This design comes from an exercise in tuning for a short achievable clock period and few clock cycles on the open sky130 flow, not from production work.
Only simulation tests tie the RTL to the original design; equivalence was not proved.
No activity file was given, so power comes from the tool's default toggle rates.

**config.mk**
```make
export PLATFORM = sky130hd
export DESIGN_NAME = in_order_cpu
export DESIGN_NICKNAME = in_order_cpu
export VERILOG_FILES = /design/flow/design.v
export SDC_FILE = /design/flow/constraint.sdc
export NUM_CORES = 4
export LEC_CHECK = 0
export CAP_MARGIN = 20
export CORE_MARGIN = 2
export CORE_UTILIZATION = 40
export SLEW_MARGIN = 20
```
**constraint.sdc**
```tcl
create_clock -name core_clock -period 10.5 [get_ports {clk}]
set_input_delay 2.1000 -clock core_clock [delete_from_list [all_inputs] [get_ports {clk}]]
set_output_delay 2.1000 -clock core_clock [all_outputs]
set_load 0.01 [all_outputs]
```
**design.v**
```verilog
module in_order_cpu(
    input clk, rst,
    output spart_wrt_en,
    output [31:0] spart_wrt_add,
    output [31:0] spart_wrt_data,
    output [9:0] imem_addr,
    input [31:0] imem_data,
    output dmem_ren,
    input [31:0] dmem_rdata
);
localparam NB = 8;    
localparam A_ADD = 0, A_SUB = 1, A_AND = 2, A_OR = 3, A_XOR = 4, A_SLL = 5, A_SRL = 6, A_SRA = 7;
reg [31:0] pc;
reg        d_valid;
reg [31:0] d_instr;
reg [31:0] d_pc;
reg [31:0] d_pc1;
reg        d_hit;      
reg        e_valid;
reg [31:0] e_a, e_b, e_sd;
reg [7:0]  e_op;
reg [4:0]  e_sh;
reg [4:0]  e_dst;
reg        e_regw, e_lw, e_sw, e_br, e_jr;
reg [2:0]  e_cond;
reg [31:0] e_pc1;
reg [31:0] m_res, m_sd;
reg [4:0]  m_dst;
reg        m_regw, m_lw, m_sw;
reg [31:0] w_res;
reg [4:0]  w_dst;
reg        w_regw, w_lw;
reg [31:0] x_val;
reg [4:0]  x_dst;
reg        x_regw;
reg [31:0] rf [0:31];
reg [NB-1:0] bt_v;
reg [31:0]   bt_tag [0:NB-1];
reg [31:0]   bt_tgt [0:NB-1];
reg [2:0]    bt_ptr;
assign imem_addr = pc[9:0];
wire [31:0] pc_inc = pc + 32'd1;
reg [NB-1:0] bt_hitv;
reg [31:0]   bt_target;
integer bi;
always @(*) begin
    bt_target = 32'd0;
    for (bi = 0; bi < NB; bi = bi + 1) begin
        bt_hitv[bi] = bt_v[bi] && (bt_tag[bi] == pc);
        bt_target = bt_target | ({32{bt_hitv[bi]}} & bt_tgt[bi]);
    end
end
wire bt_hit = |bt_hitv;
wire [5:0] op  = d_instr[31:26];
wire [4:0] rs  = d_instr[25:21];
wire [4:0] rt  = d_instr[20:16];
wire [4:0] rd  = d_instr[15:11];
wire [15:0] imm = d_instr[15:0];
wire op_add  = op == 6'h01;
wire op_addi = op == 6'h02;
wire op_sub  = op == 6'h03;
wire op_lui  = op == 6'h04;
wire op_mov  = op == 6'h05;
wire op_sll  = op == 6'h06;
wire op_sra  = op == 6'h07;
wire op_srl  = op == 6'h08;
wire op_and  = op == 6'h09;
wire op_andi = op == 6'h0a;
wire op_not  = op == 6'h0b;
wire op_or   = op == 6'h0c;
wire op_ori  = op == 6'h0d;
wire op_xor  = op == 6'h0e;
wire op_xori = op == 6'h0f;
wire op_lw   = op == 6'h11;
wire op_sw   = op == 6'h12;
wire op_b    = op == 6'h13;
wire op_bc   = (op >= 6'h14) && (op <= 6'h19);    
wire op_j    = op == 6'h1a;
wire op_jal  = op == 6'h1b;
wire op_jalr = op == 6'h1c;
wire op_jr   = op == 6'h1d;
wire op_ldc  = (op == 6'h22) || (op == 6'h23);
wire is_br   = op_b || op_bc;
wire is_ctrl = is_br || op_j || op_jal;        
wire link    = op_jal || op_jalr;
wire wr_rd   = op_add || op_sub || op_sll || op_sra || op_srl || op_and || op_or || op_xor;
wire wr_rt   = op_addi || op_lui || op_mov || op_andi || op_not || op_ori || op_xori || op_lw || op_ldc;
wire regw    = wr_rd || wr_rt || link;
wire [4:0] dst = link ? 5'd31 : (wr_rd ? rd : rt);
wire use_rs = op_add || op_addi || op_sub || op_mov || op_sll || op_sra || op_srl || op_and ||
              op_andi || op_not || op_or || op_ori || op_xor || op_xori || op_lw || op_sw ||
              op_bc || op_jalr || op_jr;
wire use_rt = op_add || op_sub || op_and || op_or || op_xor || op_sw || op_bc;
wire dep_e = e_valid && e_lw && ((use_rs && rs == e_dst) || (use_rt && rt == e_dst));
wire dep_m = m_lw && ((use_rs && rs == m_dst) || (use_rt && rt == m_dst));
wire stall = d_valid && (dep_e || dep_m);
wire [31:0] alu_res;
wire [31:0] w_val = w_lw ? dmem_rdata : w_res;
function [31:0] fwd;
    input [4:0] r;
    input [31:0] rfv, ev, mv, wv, xv;
    input e_hit_en, m_hit_en, w_hit_en, x_hit_en;
    input [4:0] ed, md, wd, xd;
    begin
        if (e_hit_en && ed == r)      fwd = ev;
        else if (m_hit_en && md == r) fwd = mv;
        else if (w_hit_en && wd == r) fwd = wv;
        else if (x_hit_en && xd == r) fwd = xv;
        else                             fwd = rfv;
    end
endfunction
wire e_fw = e_valid && e_regw;
wire [31:0] rs_val = fwd(rs, rf[rs], alu_res, m_res, w_val, x_val, e_fw, m_regw, w_regw, x_regw,
                     e_dst, m_dst, w_dst, x_dst);
wire [31:0] rt_val = fwd(rt, rf[rt], alu_res, m_res, w_val, x_val, e_fw, m_regw, w_regw, x_regw,
                     e_dst, m_dst, w_dst, x_dst);
wire [31:0] sext = {{16{imm[15]}}, imm};
wire [31:0] zext = {16'h0000, imm};
wire a_zero = op_lui || op_ldc || link;
wire [31:0] a_next = a_zero ? 32'd0 : rs_val;
wire [31:0] b_next = (op_addi || op_lw || op_sw)          ? sext :
                     (op_andi || op_ori || op_xori)       ? zext :
                     op_lui                               ? {imm, 16'h0000} :
                     op_not                               ? 32'hffffffff :
                     link                                 ? d_pc1 :
                     (op_mov || op_ldc)                   ? 32'd0 :
                     rt_val;
wire [7:0] op_next;
assign op_next[A_ADD] = op_add || op_addi || op_lw || op_sw;
assign op_next[A_SUB] = op_sub;
assign op_next[A_AND] = op_and || op_andi;
assign op_next[A_OR]  = op_or || op_ori || op_lui || op_mov || op_ldc || link;
assign op_next[A_XOR] = op_xor || op_xori || op_not;
assign op_next[A_SLL] = op_sll;
assign op_next[A_SRL] = op_srl;
assign op_next[A_SRA] = op_sra;
wire [31:0] br_tgt = d_pc1 + sext;
wire [31:0] d_tgt  = is_ctrl ? ((op_j || op_jal) ? {d_pc1[31:26], d_instr[25:0]} : br_tgt) : d_pc1;
wire d_go   = d_valid && !stall;
wire redir_d = d_go && (is_ctrl != d_hit);
wire bt_alloc = d_go && is_ctrl && !d_hit;
wire [31:0] sum  = e_a + e_b;
wire [31:0] diff = e_a - e_b;
wire [31:0] sll_r = e_a << e_sh;
wire [63:0] sr_w  = {{32{e_op[A_SRA] & e_a[31]}}, e_a} >> e_sh;
wire [31:0] sr_r  = sr_w[31:0];
assign alu_res = ({32{e_op[A_ADD]}} & sum) |
                 ({32{e_op[A_SUB]}} & diff) |
                 ({32{e_op[A_AND]}} & (e_a & e_b)) |
                 ({32{e_op[A_OR]}}  & (e_a | e_b)) |
                 ({32{e_op[A_XOR]}} & (e_a ^ e_b)) |
                 ({32{e_op[A_SLL]}} & sll_r) |
                 ({32{e_op[A_SRL] | e_op[A_SRA]}} & sr_r);
wire br_z = (e_a == e_b);
wire br_n = diff[31];
reg br_taken;
always @(*) begin
    case (e_cond)
        3'd0: br_taken = 1'b1;             
        3'd1: br_taken = br_z;             
        3'd2: br_taken = !br_z && !br_n;   
        3'd3: br_taken = !br_n;            
        3'd4: br_taken = br_z || br_n;     
        3'd5: br_taken = br_n;             
        3'd6: br_taken = !br_z;            
        default: br_taken = 1'b1;
    endcase
end
wire redir_e = e_valid && ((e_br && !br_taken) || e_jr);
wire [31:0] e_tgt = e_jr ? e_sd : e_pc1;    
always @(posedge clk or posedge rst) begin
    if (rst) begin
        pc <= 32'd0;
        d_valid <= 1'b0;
        d_instr <= 32'd0;
        d_pc <= 32'd0;
        d_pc1 <= 32'd0;
        d_hit <= 1'b0;
    end else if (redir_e) begin
        pc <= e_tgt;
        d_valid <= 1'b0;
    end else if (stall) begin
    end else if (redir_d) begin
        pc <= d_tgt;
        d_valid <= 1'b0;
    end else begin
        pc <= bt_hit ? bt_target : pc_inc;
        d_valid <= 1'b1;
        d_instr <= imem_data;
        d_pc <= pc;
        d_pc1 <= pc_inc;
        d_hit <= bt_hit;
    end
end
always @(posedge clk or posedge rst) begin
    if (rst) begin
        bt_v <= {NB{1'b0}};
        bt_ptr <= 3'd0;
    end else if (bt_alloc && !redir_e) begin
        bt_v[bt_ptr] <= 1'b1;
        bt_ptr <= bt_ptr + 3'd1;
    end
end
always @(posedge clk) begin
    if (bt_alloc && !redir_e) begin
        bt_tag[bt_ptr] <= d_pc;
        bt_tgt[bt_ptr] <= d_tgt;
    end
end
always @(posedge clk or posedge rst) begin
    if (rst) begin
        e_valid <= 1'b0;
        e_regw <= 1'b0; e_lw <= 1'b0; e_sw <= 1'b0; e_br <= 1'b0; e_jr <= 1'b0;
        e_a <= 32'd0; e_b <= 32'd0; e_sd <= 32'd0;
        e_op <= 8'd0; e_sh <= 5'd0; e_dst <= 5'd0; e_cond <= 3'd0; e_pc1 <= 32'd0;
    end else begin
        e_valid <= d_valid && !stall && !redir_e;
        e_regw <= regw;
        e_lw <= op_lw;
        e_sw <= op_sw;
        e_br <= is_br;
        e_jr <= op_jr || op_jalr;
        e_a <= a_next;
        e_b <= b_next;
        e_sd <= (op_jr || op_jalr) ? rs_val : rt_val;
        e_op <= op_next;
        e_sh <= d_instr[10:6];
        e_dst <= dst;
        e_cond <= op - 6'h13;
        e_pc1 <= d_pc1;
    end
end
always @(posedge clk or posedge rst) begin
    if (rst) begin
        m_res <= 32'd0; m_sd <= 32'd0; m_dst <= 5'd0; m_regw <= 1'b0; m_lw <= 1'b0; m_sw <= 1'b0;
        w_res <= 32'd0; w_dst <= 5'd0; w_regw <= 1'b0; w_lw <= 1'b0;
        x_val <= 32'd0; x_dst <= 5'd0; x_regw <= 1'b0;
    end else begin
        m_res <= alu_res;
        m_sd <= e_sd;
        m_dst <= e_dst;
        m_regw <= e_valid && e_regw;
        m_lw <= e_valid && e_lw;
        m_sw <= e_valid && e_sw;
        w_res <= m_res;
        w_dst <= m_dst;
        w_regw <= m_regw;
        w_lw <= m_lw;
        x_val <= w_val;
        x_dst <= w_dst;
        x_regw <= w_regw;
    end
end
always @(posedge clk) begin
    if (x_regw)
        rf[x_dst] <= x_val;
end
assign spart_wrt_en = m_sw;
assign spart_wrt_add = m_res;
assign spart_wrt_data = m_sd;
assign dmem_ren = m_lw;
endmodule
```
**run.sh**
```bash
#!/bin/bash
# synth_recipe.tcl (not shown) runs the flow's synth.tcl, then flattens the netlist and writes it again
# the make line also repeats each setting of config.mk as NAME=value (left out here)
make -C /OpenROAD-flow-scripts/flow DESIGN_CONFIG=/design/flow/config.mk WORK_HOME=/design/flow/orfs CLKGATE_MAP_FILE= SYNTH_SCRIPT=/design/flow/synth_recipe.tcl finish
```
==> results.cfg <==
[logic_synthesis]
yosys_warnings = 1
avgSynthCellArea_um2 = 15.1
synth_top_cell_by_area = edfxtp_1
ys.flop_type = edfxtp_1
yosysSeqAreaShare_pct = 58.7
synth_edf_count = 1536
ys_top_cells_by_area = edfxtp_1 47%, mux4_2 16%, dfrtp_1 11%
synth_top_area_share_pct = 47.3
async_flop_share_pct = 22.5
synthCells = 6456
synth_area_um2 = 97500
synth_seq_cells = 1981
synth_fp_nets = 6662
synthDistinctLibCells = 103

[clock_network]
cts.htree.levels = 4
cts_sinks = 1981
cts_buffer_depth = 3
postCtsHoldBufs = 0
cts_tree = built
clkTransAtPathRegs_ns = 0.07
ctsRootBufferMaster = clkbuf_16
post_cts_buffers = 0
cts_buffers = 205
cts.repair.resized = 0
clock_latency_ns = 0.87

[global_routing]
grt_pass1_wl_um = 478000
grt-ovfl-total = 0
grt_pass1_vias = 61900
track_usage_pct = 26.8
grt_max_degree = 161
antenna_found_initial = 18

[setup_path]
cp-start-kind = flip-flop
end_kind = flip-flop
cp.required_ns = 11.00
crit_arrival_ns = 6.97
crit_type = reg -> reg
crit_path_max_fanout = 34

[floorplan]
io_pins = 142
die_w_um = 498
dieArea_um2 = 248000
rows = 181
dieHeight_um = 498
core_area_um2 = 243000
start_util_pct = 40.2

[route]
avgViaCountPerCell = 6.45
ant_nets = 0
drc = 0
wl_um = 339000
firstDrtPassIters = 9
dr.first_iter.drc_count = 8545
vias = 63800
wire_per_inst_um = 34.2

[timing]
slew_headroom_pct = 13.0
hold_slack_ns = 0.447
finalCritPeriodShare_pct = 61.6
period_needed_ns = 6.47
finalHoldViolations = 0
max_freq_mhz = 155
worstMarginPinSlew_ns = 1.29
grt_setup_unrepaired = false
fin_setup_tns_ns = 0
fin_worst_skew_ns = 0.0625
setup_viol = 0
final_max_slew_viol_count = 0

[cells_and_area]
final_common_cell = edfxtp_1
layout_common_cells = 1,536 x edfxtp_1, 680 x mux4_2, 410 x dfrtp_1
drive_above_1_share_pct = 21.6
multi_input_area_um2 = 37700
regArea_um2 = 57300
area_delta_synth_final_pct = 12.3
fillers = 21100
nets = 6714

[power]
power_mw = 39.3
power_density_nw_per_um2 = 359
ir_worst_vdd_uv = 206
p_leak_nw = 37.5

[status]
outcome = finished clean

[place]
port_buffers = 141
place_congestion = 0.994
dpl.hpwl_um = 215000

[flow_run]
cap_viol_max_count = 0

[hold_path]
hold_path.class = reg -> reg
registers in the layout, indices dropped and copies added, names as in the netlist, 8 cells and up:
name and cells:
rf 1024, bt_tag 256, bt_tgt 256, d_instr 32, d_pc1 32, d_pc 32, e_a 32, e_b 32
e_pc1 32, e_sd 32, m_res 32, m_sd 32, pc 32, w_res 32, x_val 32, bt_v 8
e_op 8
metrics by stage:
| stage | setup slack, ns | util, % | cells | cell area, um2 |
|---|---|---|---|---|
| after floorplan | 0.554 | - | 6456 | 97500 |
| after global placement | 4.19 | 42.2 | 9499 | 102000 |
| after detailed placement | 4.15 | 42.2 | 9502 | 102000 |
| after CTS | 4.13 | 45.1 | 9883 | 109000 |
| after global routing | 3.79 | 45.1 | 9885 | 110000 |
| final | 4.03 | 45.1 | 9898 | 110000 |
cell type report:
class / instances / area share (%)
clock inverter: 124 / 1.31
antenna: 14 / 0.0320
multi-input combinational: 3839 / 34.4
timing repair buffer: 326 / 2.62
sequential: 1981 / 52.3
tap: 3202 / 3.66
inverter: 155 / 0.547
clock buffer: 257 / 5.07
per-layer routing:
layer / vias to the layer above / part of all wire [%] / GRT usage [%]
met1: 33400 / 38 / 35.6
met2: 3814 / 47 / 42.8
li1: 25800 / - / -
met3: 762 / 9.4 / 5.46
met4: 12 / 5.1 / 12.0
met5: - / 0.023 / 0
where the power goes:
part / internal, mW / leakage (nW) / total [mW] / switching, mW
registers: 10.6 / 19.3 / 13.0 / 2.41
clock network: 4.31 / 3.39 / 7.53 / 3.22
logic: 7.27 / 14.8 / 18.8 / 11.5
total: 22.1 / 37.5 / 39.3 / 17.1
final timing paths:
| path | start | endpoint | slack (ns) | cells past startpoint |
|---|---|---|---|---|
| max reg2reg | e_a[24]$_DFF_PP0_ | bt_tgt[7][11]$_DFFE_PP_ | 4.03 | 14 |
| min | m_regw$_DFF_PP0_ | w_regw$_DFF_PP0_ | 0.45 | 0 |
| min in group asynchronous | rst | m_sd[29]$_DFF_PP0_ | 1.63 | 2 |
| max | e_a[24]$_DFF_PP0_ | bt_tgt[7][11]$_DFFE_PP_ | 4.03 | 14 |
| max in group asynchronous | rst | d_instr[17]$_DFFE_PP0P_ | 6.68 | 4 |
| min reg2reg | m_regw$_DFF_PP0_ | w_regw$_DFF_PP0_ | 0.45 | 0 |
synth_stat cells (152+ instances only):
master	count
mux4_2	680
a21oi_1	253
a22oi_1	157
nor2_1	299
dfrtp_1	445
clkbuf_1	234
buf_2	168
xor2_1	212
mux2i_1	174
nand2_1	324
inv_1	152
o21ai_0	280
edfxtp_1	1536
xnor2_1	162
cells by family after synthesis:
logic type,synth area share [%]
buf+inv,2.96
compound gates,8.95
mux,18.8
xor+xnor,3.36
simple gates,5.35
flops,58.7
fa+ha+maj,1.82
critical path: stages (launching register included):
cell and delay (ns):
dfrtp_1 0.54, inv_1 0.08, ha_1 0.57, nor4_1 1.16
and3_1 0.35, a32oi_1 0.11, a311oi_1 0.30, nor2_1 0.09
o2bb2ai_1 0.18, o2111ai_2 0.34, a21oi_1 0.46, buf_4 0.29
nand2_1 0.17, nor2_4 0.82, buf_4 0.61
Testbench counts, summed over its fixed seeds: cycles 120,764.

-- static timing again, ports no longer ideal --
Ports are ideal in the flow. The routed layout listed here was re-timed in OpenROAD.
Step 1: set_driving_cell puts a clkbuf_16 on clk and a buf_2 on each other input, an assumption about the parent block.
Step 2, shift: input delay + t, output delay - t, t = (earliest + latest rising clock arrival at the registers) / 2. This alone moves slack from input paths to output paths.
a / b / c = ideal ports / drivers / drivers and shift; a / b = the first two.
t, ns: 0.938
slack for setup (ns): 4.028 / 4.028 / 4.028
clock arrival spread, ns: 0.076 / 0.075
After both steps setup and hold are still met in this run. The setup slack of this run moves by 0.000 ns with the drivers and by 0.000 ns with both steps.
